Context: an optimization exercise on an open-source flow, tuned for small area. The choices shown serve that exercise and are no tape-out recipe. Function was checked by simulation only, so behaviour that the tests miss may differ from the original. Power figures rest on the tool's default switching activity, not on a simulated workload.

==> job 391: inputs <==
Design pcie_us_axi_dma_x64, start of the top module:
module pcie_us_axi_dma_x64 (
    input  wire          clk,
    input  wire          rst,
    input  wire [63:0]   s_axis_rc_tdata,
    input  wire [1:0]    s_axis_rc_tkeep,
    input  wire          s_axis_rc_tvalid,
    output wire          s_axis_rc_tready,
    input  wire          s_axis_rc_tlast,
    input  wire [74:0]   s_axis_rc_tuser,
    output wire [63:0]   m_axis_rq_tdata,
    output wire [1:0]    m_axis_rq_tkeep,
    output wire          m_axis_rq_tvalid,
    input  wire          m_axis_rq_tready,
    output wire          m_axis_rq_tlast,
    output wire [59:0]   m_axis_rq_tuser,
    input  wire [63:0]   s_axis_read_desc_pcie_addr,
    input  wire [31:0]   s_axis_read_desc_axi_addr,
    input  wire [15:0]   s_axis_read_desc_len,
    input  wire [7:0]    s_axis_read_desc_tag,
    input  wire          s_axis_read_desc_valid,
    output wire          s_axis_read_desc_ready,
    output wire [7:0]    m_axis_read_desc_status_tag,
    output wire          m_axis_read_desc_status_valid,
    input  wire [63:0]   s_axis_write_desc_pcie_addr,
    input  wire [31:0]   s_axis_write_desc_axi_addr,
    input  wire [15:0]   s_axis_write_desc_len,
    input  wire [7:0]    s_axis_write_desc_tag,
    input  wire          s_axis_write_desc_valid,
    output wire          s_axis_write_desc_ready,
    output wire [7:0]    m_axis_write_desc_status_tag,
    output wire          m_axis_write_desc_status_valid,
    output wire [7:0]    m_axi_awid,
    output wire [31:0]   m_axi_awaddr,
    output wire [7:0]    m_axi_awlen,
    output wire [2:0]    m_axi_awsize,
    output wire [1:0]    m_axi_awburst,
    output wire          m_axi_awlock,
    output wire [3:0]    m_axi_awcache,
    output wire [2:0]    m_axi_awprot,
    output wire          m_axi_awvalid,
    input  wire          m_axi_awready,
    output wire [63:0]   m_axi_wdata,
    output wire [7:0]    m_axi_wstrb,
    output wire          m_axi_wlast,
    output wire          m_axi_wvalid,
    input  wire          m_axi_wready,
    input  wire [7:0]    m_axi_bid,
    input  wire [1:0]    m_axi_bresp,
    input  wire          m_axi_bvalid,
    output wire          m_axi_bready,
    output wire [7:0]    m_axi_arid,
    output wire [31:0]   m_axi_araddr,
    output wire [7:0]    m_axi_arlen,
    output wire [2:0]    m_axi_arsize,
    output wire [1:0]    m_axi_arburst,
    output wire          m_axi_arlock,
    output wire [3:0]    m_axi_arcache,
    output wire [2:0]    m_axi_arprot,
    output wire          m_axi_arvalid,
    input  wire          m_axi_arready,
    input  wire [7:0]    m_axi_rid,
    input  wire [63:0]   m_axi_rdata,
    input  wire [1:0]    m_axi_rresp,
    input  wire          m_axi_rlast,
    input  wire          m_axi_rvalid,
    output wire          m_axi_rready,
    input  wire          read_enable,
    input  wire          write_enable,
    input  wire          ext_tag_enable,
    input  wire [15:0]   requester_id,
    input  wire          requester_id_enable,
    input  wire [2:0]    max_read_request_size,
    input  wire [2:0]    max_payload_size,
    output wire          status_error_cor,
    output wire          status_error_uncor
);
==> flow/config.mk <==
export PLATFORM = sky130hd
export DESIGN_NAME = pcie_us_axi_dma_x64
export DESIGN_NICKNAME = pcie_us_axi_dma_x64
export VERILOG_FILES = /design/flow/design.v
export SDC_FILE = /design/flow/constraint.sdc
export NUM_CORES = 8
export LEC_CHECK = 0
export CAP_MARGIN = 20
export CORE_MARGIN = 2
export CORE_UTILIZATION = 60
export CTS_BUF_LIST = sky130_fd_sc_hd__clkbuf_8
export PLACE_DENSITY = 0.7
export SLEW_MARGIN = 20
==> flow/constraint.sdc <==
create_clock -name core_clock -period 10.0 [get_ports {clk}]
set_input_delay 2.0000 -clock core_clock [delete_from_list [all_inputs] [get_ports {clk}]]
set_output_delay 2.0000 -clock core_clock [all_outputs]
set_load 0.01 [all_outputs]
run.sh (not shown) runs the stock make flow with config.mk's settings and CLKGATE_MAP_FILE= SYNTH_SCRIPT=/design/flow/synth_recipe.tcl, a recipe that flattens the netlist after the stock synthesis.
==> job 6294 (differences from job 391) <==
--- a/flow/design.v
+++ b/flow/design.v
@@ -155,14 +155,14 @@
 reg req_pcie_tag_valid_reg, req_pcie_tag_valid_next;
 reg [11:0] lower_addr_reg, lower_addr_next;
 reg [12:0] byte_count_reg, byte_count_next;
 reg [3:0] error_code_reg, error_code_next;
 reg [AXI_ADDR_WIDTH-1:0] axi_addr_reg, axi_addr_next;
 reg [9:0] op_dword_count_reg, op_dword_count_next;
-reg [12:0] op_count_reg, op_count_next;
-reg [12:0] tr_count_reg, tr_count_next;
+reg [10:0] op_count_reg, op_count_next;
+reg [10:0] tr_count_reg, tr_count_next;
 reg [CYCLE_COUNT_WIDTH-1:0] input_cycle_count_reg, input_cycle_count_next;
 reg [CYCLE_COUNT_WIDTH-1:0] output_cycle_count_reg, output_cycle_count_next;
 reg input_active_reg, input_active_next;
 reg bubble_cycle_reg, bubble_cycle_next;
 reg first_cycle_reg, first_cycle_next;
 reg last_cycle_reg, last_cycle_next;
@@ -172,13 +172,13 @@
 reg finish_tag_reg, finish_tag_next;
 reg [OFFSET_WIDTH-1:0] offset_reg, offset_next;
 reg [OFFSET_WIDTH-1:0] first_cycle_offset_reg, first_cycle_offset_next;
 reg [OFFSET_WIDTH-1:0] last_cycle_offset_reg, last_cycle_offset_next;
 reg [127:0] tlp_header_data;
 reg [AXIS_PCIE_RQ_USER_WIDTH-1:0] tlp_tuser;
-reg [10:0] max_read_request_size_dw_reg;
+wire [10:0] max_read_request_size_dw_reg = 11'd32 << (max_read_request_size > 5 ? 5 : max_read_request_size);
 reg have_credit_reg;
 reg [RQ_SEQ_NUM_WIDTH-1:0] active_tx_count_reg;
 reg active_tx_count_av_reg;
 reg inc_active_tx;
 reg s_axis_rc_tready_reg, s_axis_rc_tready_next;
 reg s_axis_read_desc_ready_reg, s_axis_read_desc_ready_next;
@@ -189,13 +189,14 @@
 reg [7:0] m_axi_awlen_reg, m_axi_awlen_next;
 reg m_axi_awvalid_reg, m_axi_awvalid_next;
 reg m_axi_bready_reg, m_axi_bready_next;
 reg status_error_cor_reg, status_error_cor_next;
 reg status_error_uncor_reg, status_error_uncor_next;
 reg [AXIS_PCIE_DATA_WIDTH-1:0] save_axis_tdata_reg;
-wire [AXI_DATA_WIDTH-1:0] shift_axis_tdata = {s_axis_rc_tdata, save_axis_tdata_reg} >> ((AXI_STRB_WIDTH-offset_reg)*AXI_WORD_SIZE);
+wire shift_axis_first = first_cycle_reg && !bubble_cycle_reg;
+wire [AXI_DATA_WIDTH-1:0] shift_axis_tdata = {shift_axis_first ? save_axis_tdata_reg : s_axis_rc_tdata, shift_axis_first ? {AXIS_PCIE_DATA_WIDTH{1'b0}} : save_axis_tdata_reg} >> ((AXI_STRB_WIDTH-offset_reg)*AXI_WORD_SIZE);
 reg  [AXIS_PCIE_DATA_WIDTH-1:0]    m_axis_rq_tdata_int;
 reg  [AXIS_PCIE_KEEP_WIDTH-1:0]    m_axis_rq_tkeep_int;
 reg                                m_axis_rq_tvalid_int;
 reg                                m_axis_rq_tready_int_reg;
 reg                                m_axis_rq_tlast_int;
 reg  [AXIS_PCIE_RQ_USER_WIDTH-1:0] m_axis_rq_tuser_int;
@@ -239,24 +240,30 @@
 reg [PCIE_TAG_WIDTH_2-1:0] pcie_tag_fifo_2_head_reg, pcie_tag_fifo_2_tail_reg;
 reg pcie_tag_fifo_2_valid_reg;
 reg pcie_tag_fifo_2_we;
 reg pcie_tag_fifo_2_pop;
 reg [PCIE_TAG_WIDTH-1:0] pcie_tag_link_wr_ptr;
 reg pcie_tag_link_we;
+reg [PCIE_TAG_WIDTH-1:0] pcie_tag_link_pend_ptr_reg;
+reg [PCIE_TAG_WIDTH_1-1:0] pcie_tag_link_pend_data_reg;
+reg pcie_tag_link_pend_valid_reg;
+reg [PCIE_TAG_WIDTH-1:0] pcie_tag_op_wr_ptr;
+reg [OP_TAG_WIDTH-1:0] pcie_tag_op_wr_data;
+reg pcie_tag_op_we;
 reg [OP_TAG_WIDTH-1:0] op_table_start_ptr;
 reg [TAG_WIDTH-1:0] op_table_start_tag;
 reg op_table_start_en;
 reg [OP_TAG_WIDTH-1:0] op_table_write_start_ptr;
 reg op_table_write_start_commit;
 reg op_table_write_start_en;
 reg [OP_TAG_WIDTH-1:0] op_table_write_finish_ptr;
 reg op_table_write_finish_en;
 reg op_read_done;
 parameter WR_COUNT_WIDTH = 11;
-localparam [WR_COUNT_WIDTH-1:0] WR_COUNT_ZERO = 11'b00000000001;
-localparam [WR_COUNT_WIDTH-1:0] WR_COUNT_ONE = 11'b00000000010;
+localparam [WR_COUNT_WIDTH-1:0] WR_COUNT_ZERO = 11'b11111111111;
+localparam [WR_COUNT_WIDTH-1:0] WR_COUNT_ONE = 11'b11111111110;
 reg [TAG_WIDTH-1:0] op_table_tag [2**OP_TAG_WIDTH-1:0];
 reg op_table_write_commit [2**OP_TAG_WIDTH-1:0];
 reg [WR_COUNT_WIDTH-1:0] op_table_write_count [2**OP_TAG_WIDTH-1:0];
 reg [OP_TAG_WIDTH-1:0] op_tag_fifo_head_reg, op_tag_fifo_tail_reg;
 reg op_tag_fifo_valid_reg;
 reg [OP_TAG_WIDTH-1:0] op_tag_fifo_wr_tag;
@@ -304,12 +311,15 @@
     end
     pcie_tag_fifo_rd_sel = {{2**PCIE_TAG_WIDTH-1{1'b0}}, 1'b1} << (pcie_tag_fifo_1_valid_reg ? {1'b0, pcie_tag_fifo_1_head_reg} : {1'b1, pcie_tag_fifo_2_head_reg});
     pcie_tag_fifo_rd_link = 0;
     for (k = 0; k < 2**PCIE_TAG_WIDTH; k = k + 1) begin
         pcie_tag_fifo_rd_link = pcie_tag_fifo_rd_link | (pcie_tag_table_op_tag[k][PCIE_TAG_WIDTH_1-1:0] & {PCIE_TAG_WIDTH_1{pcie_tag_fifo_rd_sel[k]}});
     end
+    if (pcie_tag_link_pend_valid_reg && pcie_tag_link_pend_ptr_reg == (pcie_tag_fifo_1_valid_reg ? {1'b0, pcie_tag_fifo_1_head_reg} : {1'b1, pcie_tag_fifo_2_head_reg})) begin
+        pcie_tag_fifo_rd_link = pcie_tag_link_pend_data_reg;
+    end
 end
 always @* begin
     req_state_next = REQ_STATE_IDLE;
     s_axis_read_desc_ready_next = 1'b0;
     req_pcie_addr_next = req_pcie_addr_reg;
     req_axi_addr_next = req_axi_addr_reg;
@@ -570,13 +580,13 @@
                     end
                     axi_addr_next = tag_rd_axi_addr - byte_count_next;
                     offset_next = axi_addr_next[OFFSET_WIDTH-1:0] - (12+lower_addr_next[1:0]);
                     bubble_cycle_next = axi_addr_next[OFFSET_WIDTH-1:0] < 12+lower_addr_next[1:0];
                     first_cycle_offset_next = axi_addr_next[OFFSET_WIDTH-1:0];
                     first_cycle_next = 1'b1;
-                    if (op_count_next <= AXI_MAX_BURST_SIZE-axi_addr_next[OFFSET_WIDTH-1:0] || AXI_MAX_BURST_SIZE >= 4096) begin
+                    if (1'b1) begin  
                         if ((axi_addr_next ^ (axi_addr_next + op_count_next)) & (1 << 12)) begin
                             tr_count_next = 13'h1000 - axi_addr_next[11:0];
                         end else begin
                             tr_count_next = op_count_next;
                         end
                     end else begin
@@ -650,13 +660,13 @@
                 pcie_tag_next = s_axis_rc_tdata[7:0];  
                 axi_addr_next = tag_rd_axi_addr - byte_count_reg;
                 offset_next = axi_addr_next[OFFSET_WIDTH-1:0] - (4+lower_addr_reg[1:0]);
                 bubble_cycle_next = axi_addr_next[OFFSET_WIDTH-1:0] < 4+lower_addr_reg[1:0];
                 first_cycle_offset_next = axi_addr_next[OFFSET_WIDTH-1:0];
                 first_cycle_next = 1'b1;
-                if (op_count_next <= AXI_MAX_BURST_SIZE-axi_addr_next[OFFSET_WIDTH-1:0] || AXI_MAX_BURST_SIZE >= 4096) begin
+                if (1'b1) begin  
                     if ((axi_addr_next ^ (axi_addr_next + op_count_next)) & (1 << 12)) begin
                         tr_count_next = 13'h1000 - axi_addr_next[11:0];
                     end else begin
                         tr_count_next = op_count_next;
                     end
                 end else begin
@@ -713,14 +723,14 @@
                 m_axi_awid_next = op_tag_reg;
                 m_axi_awaddr_next = axi_addr_reg;
                 m_axi_awlen_next = output_cycle_count_next;
                 m_axi_awvalid_next = 1'b1;
                 axi_addr_next = axi_addr_reg + tr_count_next;
                 op_count_next = op_count_reg - tr_count_next;
-                if (op_count_next <= AXI_MAX_BURST_SIZE-axi_addr_next[OFFSET_WIDTH-1:0] || AXI_MAX_BURST_SIZE >= 4096) begin
-                    if (((axi_addr_next & 12'hfff) + (op_count_next & 12'hfff)) >> 12 != 0 || op_count_next >> 12 != 0) begin
+                if (1'b1) begin  
+                    if (((axi_addr_next & 12'hfff) + (op_count_next & 12'hfff)) >> 12 != 0) begin
                         tr_count_next = 13'h1000 - axi_addr_next[11:0];
                     end else begin
                         tr_count_next = op_count_next;
                     end
                 end else begin
                     if (((axi_addr_next & 12'hfff) + AXI_MAX_BURST_SIZE) >> 12 != 0) begin
@@ -742,13 +752,13 @@
         end
         TLP_STATE_TRANSFER: begin
             s_axis_rc_tready_next = m_axi_wready_int_early && input_active_reg && !(first_cycle_reg && !bubble_cycle_reg) && (!last_cycle_reg || op_count_reg == 0 || !m_axi_awvalid || m_axi_awready);
             if (m_axi_wready_int_reg && ((s_axis_rc_tready && s_axis_rc_tvalid) || !input_active_reg || (first_cycle_reg && !bubble_cycle_reg)) && (!last_cycle_reg || op_count_reg == 0 || !m_axi_awvalid || m_axi_awready)) begin
                 transfer_in_save = s_axis_rc_tready && s_axis_rc_tvalid;
                 if (first_cycle_reg && !bubble_cycle_reg) begin
-                    m_axi_wdata_int = {save_axis_tdata_reg, {AXIS_PCIE_DATA_WIDTH{1'b0}}} >> ((AXI_STRB_WIDTH-offset_reg)*8);
+                    m_axi_wdata_int = shift_axis_tdata;
                 end else begin
                     m_axi_wdata_int = shift_axis_tdata;
                 end
                 if (first_cycle_reg) begin
                     m_axi_wstrb_int = {AXI_STRB_WIDTH{1'b1}} << first_cycle_offset_reg;
                 end else begin
@@ -781,14 +791,14 @@
                     input_active_next = tr_count_next > offset_reg;
                     m_axi_awaddr_next = axi_addr_reg;
                     m_axi_awlen_next = output_cycle_count_next;
                     m_axi_awvalid_next = 1'b1;
                     axi_addr_next = axi_addr_reg + tr_count_next;
                     op_count_next = op_count_reg - tr_count_next;
-                    if (op_count_next <= AXI_MAX_BURST_SIZE-axi_addr_next[OFFSET_WIDTH-1:0] || AXI_MAX_BURST_SIZE >= 4096) begin
-                        if (((axi_addr_next & 12'hfff) + (op_count_next & 12'hfff)) >> 12 != 0 || op_count_next >> 12 != 0) begin
+                    if (1'b1) begin  
+                        if (((axi_addr_next & 12'hfff) + (op_count_next & 12'hfff)) >> 12 != 0) begin
                             tr_count_next = 13'h1000 - axi_addr_next[11:0];
                         end else begin
                             tr_count_next = op_count_next;
                         end
                     end else begin
                         if (((axi_addr_next & 12'hfff) + AXI_MAX_BURST_SIZE) >> 12 != 0) begin
@@ -940,13 +950,12 @@
     m_axis_read_desc_status_valid_reg <= m_axis_read_desc_status_valid_next;
     m_axi_awid_reg <= m_axi_awid_next;
     m_axi_awaddr_reg <= m_axi_awaddr_next;
     m_axi_awlen_reg <= m_axi_awlen_next;
     m_axi_awvalid_reg <= m_axi_awvalid_next;
     m_axi_bready_reg <= m_axi_bready_next;
-    max_read_request_size_dw_reg <= 11'd32 << (max_read_request_size > 5 ? 5 : max_read_request_size);
     have_credit_reg <= pcie_tx_fc_nph_av > 4;
     if (inc_active_tx && !s_axis_rq_seq_num_valid_0 && !s_axis_rq_seq_num_valid_1) begin
         active_tx_count_reg <= active_tx_count_reg + 1;
         active_tx_count_av_reg <= active_tx_count_reg < (TX_LIMIT-1);
     end else if ((inc_active_tx && s_axis_rq_seq_num_valid_0 && s_axis_rq_seq_num_valid_1) || (!inc_active_tx && (s_axis_rq_seq_num_valid_0 ^ s_axis_rq_seq_num_valid_1))) begin
         active_tx_count_reg <= active_tx_count_reg - 1;
@@ -958,17 +967,16 @@
         active_tx_count_av_reg <= active_tx_count_reg < TX_LIMIT;
     end
     if (transfer_in_save) begin
         save_axis_tdata_reg <= s_axis_rc_tdata;
     end
     if (init_pcie_tag_reg) begin
-        pcie_tag_table_active[init_count_reg] <= 1'b0;
+        pcie_tag_table_active <= 0;
     end else begin
         if (pcie_tag_table_start_en) begin
             pcie_tag_table_axi_addr[pcie_tag_table_start_ptr] <= pcie_tag_table_start_axi_addr;
-            pcie_tag_table_op_tag[pcie_tag_table_start_ptr] <= pcie_tag_table_start_op_tag;
             pcie_tag_table_active[pcie_tag_table_start_ptr] <= 1'b1;
         end
         if (pcie_tag_table_finish_en) begin
             pcie_tag_table_active[pcie_tag_table_finish_ptr] <= 1'b0;
         end
     end
@@ -1005,28 +1013,46 @@
             pcie_tag_link_we = 1'b1;
             pcie_tag_link_wr_ptr = {1'b1, pcie_tag_fifo_2_tail_reg};
         end
         pcie_tag_fifo_2_tail_reg <= pcie_tag_fifo_wr_tag[PCIE_TAG_WIDTH_2-1:0];
         pcie_tag_fifo_2_valid_reg <= 1'b1;
     end
-    if (pcie_tag_link_we) begin
-        pcie_tag_table_op_tag[pcie_tag_link_wr_ptr] <= pcie_tag_fifo_wr_tag[PCIE_TAG_WIDTH_1-1:0];
+    if (!init_pcie_tag_reg && pcie_tag_table_start_en) begin
+        pcie_tag_op_wr_ptr = pcie_tag_table_start_ptr;
+        pcie_tag_op_wr_data = pcie_tag_table_start_op_tag;
+        pcie_tag_op_we = 1'b1;
+    end else if (pcie_tag_link_pend_valid_reg) begin
+        pcie_tag_op_wr_ptr = pcie_tag_link_pend_ptr_reg;
+        pcie_tag_op_wr_data = pcie_tag_link_pend_data_reg;
+        pcie_tag_op_we = 1'b1;
+    end else begin
+        pcie_tag_op_wr_ptr = pcie_tag_link_wr_ptr;
+        pcie_tag_op_wr_data = pcie_tag_fifo_wr_tag[PCIE_TAG_WIDTH_1-1:0];
+        pcie_tag_op_we = pcie_tag_link_we;
+    end
+    if (pcie_tag_op_we) begin
+        pcie_tag_table_op_tag[pcie_tag_op_wr_ptr] <= pcie_tag_op_wr_data;
+    end
+    if (pcie_tag_link_we && ((!init_pcie_tag_reg && pcie_tag_table_start_en) || pcie_tag_link_pend_valid_reg)) begin
+        pcie_tag_link_pend_valid_reg <= 1'b1;
+        pcie_tag_link_pend_ptr_reg <= pcie_tag_link_wr_ptr;
+        pcie_tag_link_pend_data_reg <= pcie_tag_fifo_wr_tag[PCIE_TAG_WIDTH_1-1:0];
+    end else if (init_pcie_tag_reg || !pcie_tag_table_start_en) begin
+        pcie_tag_link_pend_valid_reg <= 1'b0;
     end
     if (op_table_start_en) begin
         op_table_tag[op_table_start_ptr] <= op_table_start_tag;
     end
     if (op_table_write_start_en) begin
         op_table_write_commit[op_table_write_start_ptr] <= op_table_write_start_commit;
     end else if (op_table_write_start_commit) begin
         op_table_write_commit[op_table_write_start_ptr] <= op_table_write_start_commit;
     end
     for (m = 0; m < 2**OP_TAG_WIDTH; m = m + 1) begin
         if (init_op_tag_reg) begin
-            if (init_count_reg == m) begin
-                op_table_write_count[m] <= WR_COUNT_ZERO;
-            end
+            op_table_write_count[m] <= {1'b1, op_table_write_count[m][WR_COUNT_WIDTH-1:1]};
         end else if (op_table_write_start_en && op_rd_sel[m] && !(op_table_write_finish_en && bid_rd_sel[m])) begin
             op_table_write_count[m] <= {op_table_write_count[m][WR_COUNT_WIDTH-2:0], op_table_write_count[m][10] ^ op_table_write_count[m][8]};
         end else if (op_table_write_finish_en && bid_rd_sel[m] && !(op_table_write_start_en && op_rd_sel[m])) begin
             op_table_write_count[m] <= {op_table_write_count[m][0] ^ op_table_write_count[m][9], op_table_write_count[m][WR_COUNT_WIDTH-1:1]};
         end
     end
@@ -1065,12 +1091,13 @@
         m_axi_awvalid_reg <= 1'b0;
         m_axi_bready_reg <= 1'b0;
         active_tx_count_reg <= {RQ_SEQ_NUM_WIDTH{1'b0}};
         active_tx_count_av_reg <= 1'b1;
         pcie_tag_fifo_1_valid_reg <= 1'b0;
         pcie_tag_fifo_2_valid_reg <= 1'b0;
+        pcie_tag_link_pend_valid_reg <= 1'b0;
         op_tag_fifo_valid_reg <= 1'b0;
         status_error_cor_reg <= 1'b0;
         status_error_uncor_reg <= 1'b0;
     end
 end
 reg [AXIS_PCIE_DATA_WIDTH-1:0]    m_axis_rq_tdata_reg;
@@ -1341,13 +1368,13 @@
 reg bubble_cycle_reg, bubble_cycle_next;
 reg last_cycle_reg, last_cycle_next;
 reg [TAG_WIDTH-1:0] tlp_cmd_tag_reg, tlp_cmd_tag_next;
 reg tlp_cmd_last_reg, tlp_cmd_last_next;
 reg [127:0] tlp_header_data;
 reg [AXIS_PCIE_RQ_USER_WIDTH-1:0] tlp_tuser;
-reg [10:0] max_payload_size_dw_reg;
+wire [10:0] max_payload_size_dw_reg = 11'd32 << (max_payload_size > 5 ? 5 : max_payload_size);
 reg have_credit_reg;
 reg [RQ_SEQ_NUM_WIDTH-1:0] active_tx_count_reg;
 reg active_tx_count_av_reg;
 reg inc_active_tx;
 reg s_axis_rq_tready_reg, s_axis_rq_tready_next;
 reg s_axis_write_desc_ready_reg, s_axis_write_desc_ready_next;
@@ -1463,14 +1490,14 @@
             dword_count = max_payload_size_dw_reg;
             last_tlp = 1'b0;
             pcie_addr[PCIE_ADDR_WIDTH-1:12] = pcie_addr_reg[PCIE_ADDR_WIDTH-1:12];
             pcie_addr[11:0] = {pcie_addr_reg[11:2] + max_payload_size_dw_reg, 2'b00};
         end
     end
-    if (tlp_count_reg <= AXI_MAX_BURST_SIZE-axi_addr_reg[OFFSET_WIDTH-1:0] || AXI_MAX_BURST_SIZE >= 4096) begin
-        if (((axi_addr_reg & 12'hfff) + (tlp_count_reg & 12'hfff)) >> 12 != 0 || tlp_count_reg >> 12 != 0) begin
+    if (1'b1) begin  
+        if (((axi_addr_reg & 12'hfff) + (tlp_count_reg & 12'hfff)) >> 12 != 0) begin
             tr_count = 13'h1000 - axi_addr_reg[11:0];
             last_tr = (((axi_addr_reg & 12'hfff) + (tlp_count_reg & 12'hfff)) & 12'hfff) == 0;
             axi_addr[AXI_ADDR_WIDTH-1:12] = axi_addr_reg[AXI_ADDR_WIDTH-1:12]+1;
             axi_addr[11:0] = 12'd0;
         end else begin
             tr_count = tlp_count_reg;
@@ -1931,13 +1958,12 @@
     m_axis_write_desc_status_tag_reg <= m_axis_write_desc_status_tag_next;
     m_axis_write_desc_status_valid_reg <= m_axis_write_desc_status_valid_next;
     m_axi_araddr_reg <= m_axi_araddr_next;
     m_axi_arlen_reg <= m_axi_arlen_next;
     m_axi_arvalid_reg <= m_axi_arvalid_next;
     m_axi_rready_reg <= m_axi_rready_next;
-    max_payload_size_dw_reg <= 11'd32 << (max_payload_size > 5 ? 5 : max_payload_size);
     have_credit_reg <= (pcie_tx_fc_ph_av > 4) && (pcie_tx_fc_pd_av > (max_payload_size_dw_reg >> 1));
     if (active_tx_count_reg < TX_LIMIT && inc_active_tx && !axis_rq_seq_num_valid_0_int && !axis_rq_seq_num_valid_1_int) begin
         active_tx_count_reg <= active_tx_count_reg + 1;
         active_tx_count_av_reg <= active_tx_count_reg < (TX_LIMIT-1);
     end else if (active_tx_count_reg > 0 && ((inc_active_tx && axis_rq_seq_num_valid_0_int && axis_rq_seq_num_valid_1_int) || (!inc_active_tx && (axis_rq_seq_num_valid_0_int ^ axis_rq_seq_num_valid_1_int)))) begin
         active_tx_count_reg <= active_tx_count_reg - 1;
==> flow/flow/run.sh (new file) <==
#!/bin/bash
# Layout: the standard flow (standard.sh: unchanged synthesis, floorplan, power
# grid, placement, clock tree, routing), with two ORFS settings passed through the
# environment:
#  - BUFFER_PORTS_ARGS: every input and output port still gets its own buffer, but a
#    buf_1 instead of the default cell;
#  - MAX_REPAIR_ANTENNAS_ITER_DRT: more rounds of antenna repair after detailed
#    routing (10 instead of 5) before giving up.
# make's output goes to standard.log in this folder; each tool's full log is under
# orfs/logs/.
set -euo pipefail
export BUFFER_PORTS_ARGS="-buffer_cell sky130_fd_sc_hd__buf_1"
export MAX_REPAIR_ANTENNAS_ITER_DRT=10
bash standard.sh > standard.log 2>&1
==> flow/standard.sh (new file) <==
#!/bin/bash
# synth_recipe.tcl (not shown) runs the flow's synth.tcl, then flattens the netlist and writes it again
# the make line also repeats each setting of config.mk as NAME=value (left out here)
make -C /OpenROAD-flow-scripts/flow DESIGN_CONFIG=/design/flow/config.mk WORK_HOME=/design/flow/orfs CLKGATE_MAP_FILE= SYNTH_SCRIPT=/design/flow/synth_recipe.tcl "${@:-finish}"
--- a/flow/config.mk
+++ b/flow/config.mk
@@ -5,9 +5,11 @@
 export SDC_FILE = /design/flow/constraint.sdc
 export NUM_CORES = 8
 export LEC_CHECK = 0
 export CAP_MARGIN = 20
 export CORE_MARGIN = 2
 export CORE_UTILIZATION = 60
-export CTS_BUF_LIST = sky130_fd_sc_hd__clkbuf_8
+export CTS_BUF_LIST = sky130_fd_sc_hd__clkbuf_16
+export CTS_CLUSTER_DIAMETER = 90
+export CTS_CLUSTER_SIZE = 20
 export PLACE_DENSITY = 0.7
 export SLEW_MARGIN = 20
removed: flow/run.sh
==> run summary <==
item	job 6294	job 391
Min cycle time layout	8960 ps	9230 ps
Portion of the post-synthesis area used by sequential elements	0.627	0.604
VDD IR-drop max	0.180 mV	0.196 mV
Die width	670 µm	683 µm
Total power density per cell area	157 nW/µm²	170 nW/µm²
Detailed-placement wirelength estimate	785 mm	833 mm
Max Slew Vio Count	11	0
Clk Latency, worst-skew pair	1140 ps	1580 ps
Int Power	33.7 mW	38.0 mW
Met3 track demand over resource in global routing	0.223	0.262
Result of the run	failed layout checks	failed layout checks
Reasons for failing layout checks	capacitance limit, slew limit	antenna rules
Repair and plain buffers	1416	1543
Xor/xnor cell area share of the yosys netlist	0.0341	0.0333
Slew Limit Headroom	-0.197	0.0850
Post-Route Skew	174 ps	238 ps
Initial detailed-routing violation count	39900	46400
Clock Buffer Count	339	925
Final RePlAce weighted congestion	1.12	1.18
Final worst setup slack	1040 ps	771 ps
Detailed route wirelength on metal2	471 mm	495 mm

[afterwards: timing with drivers on the ports]
In the flow no input, the clock included, has a driving cell. The finished layouts below were timed again as built, in two steps.
Step 1 assumes that a clkbuf_16 drives the clock port and a buf_2 every other input.
Step 2 also shifts input and output timing later by t, the mid clock arrival at the registers, as if the neighbouring blocks saw the same clock.
Slacks: ideal ports / drivers / drivers and shift; pairs: ideal ports / drivers.
| run | shift t [ns] | setup WS [ns] | worst slew at a driven data input, ns |
|---|---|---|---|
| job 391 | 1.591 | 0.771 / 0.879 / -0.712 | 0.30 |
| job 6294 | 1.196 | 1.040 / 1.155 / -0.041 | 0.44 |
For job 391, which loses most, drivers alone change the setup slack by +0.108 ns; drivers and shift together by -1.483 ns.
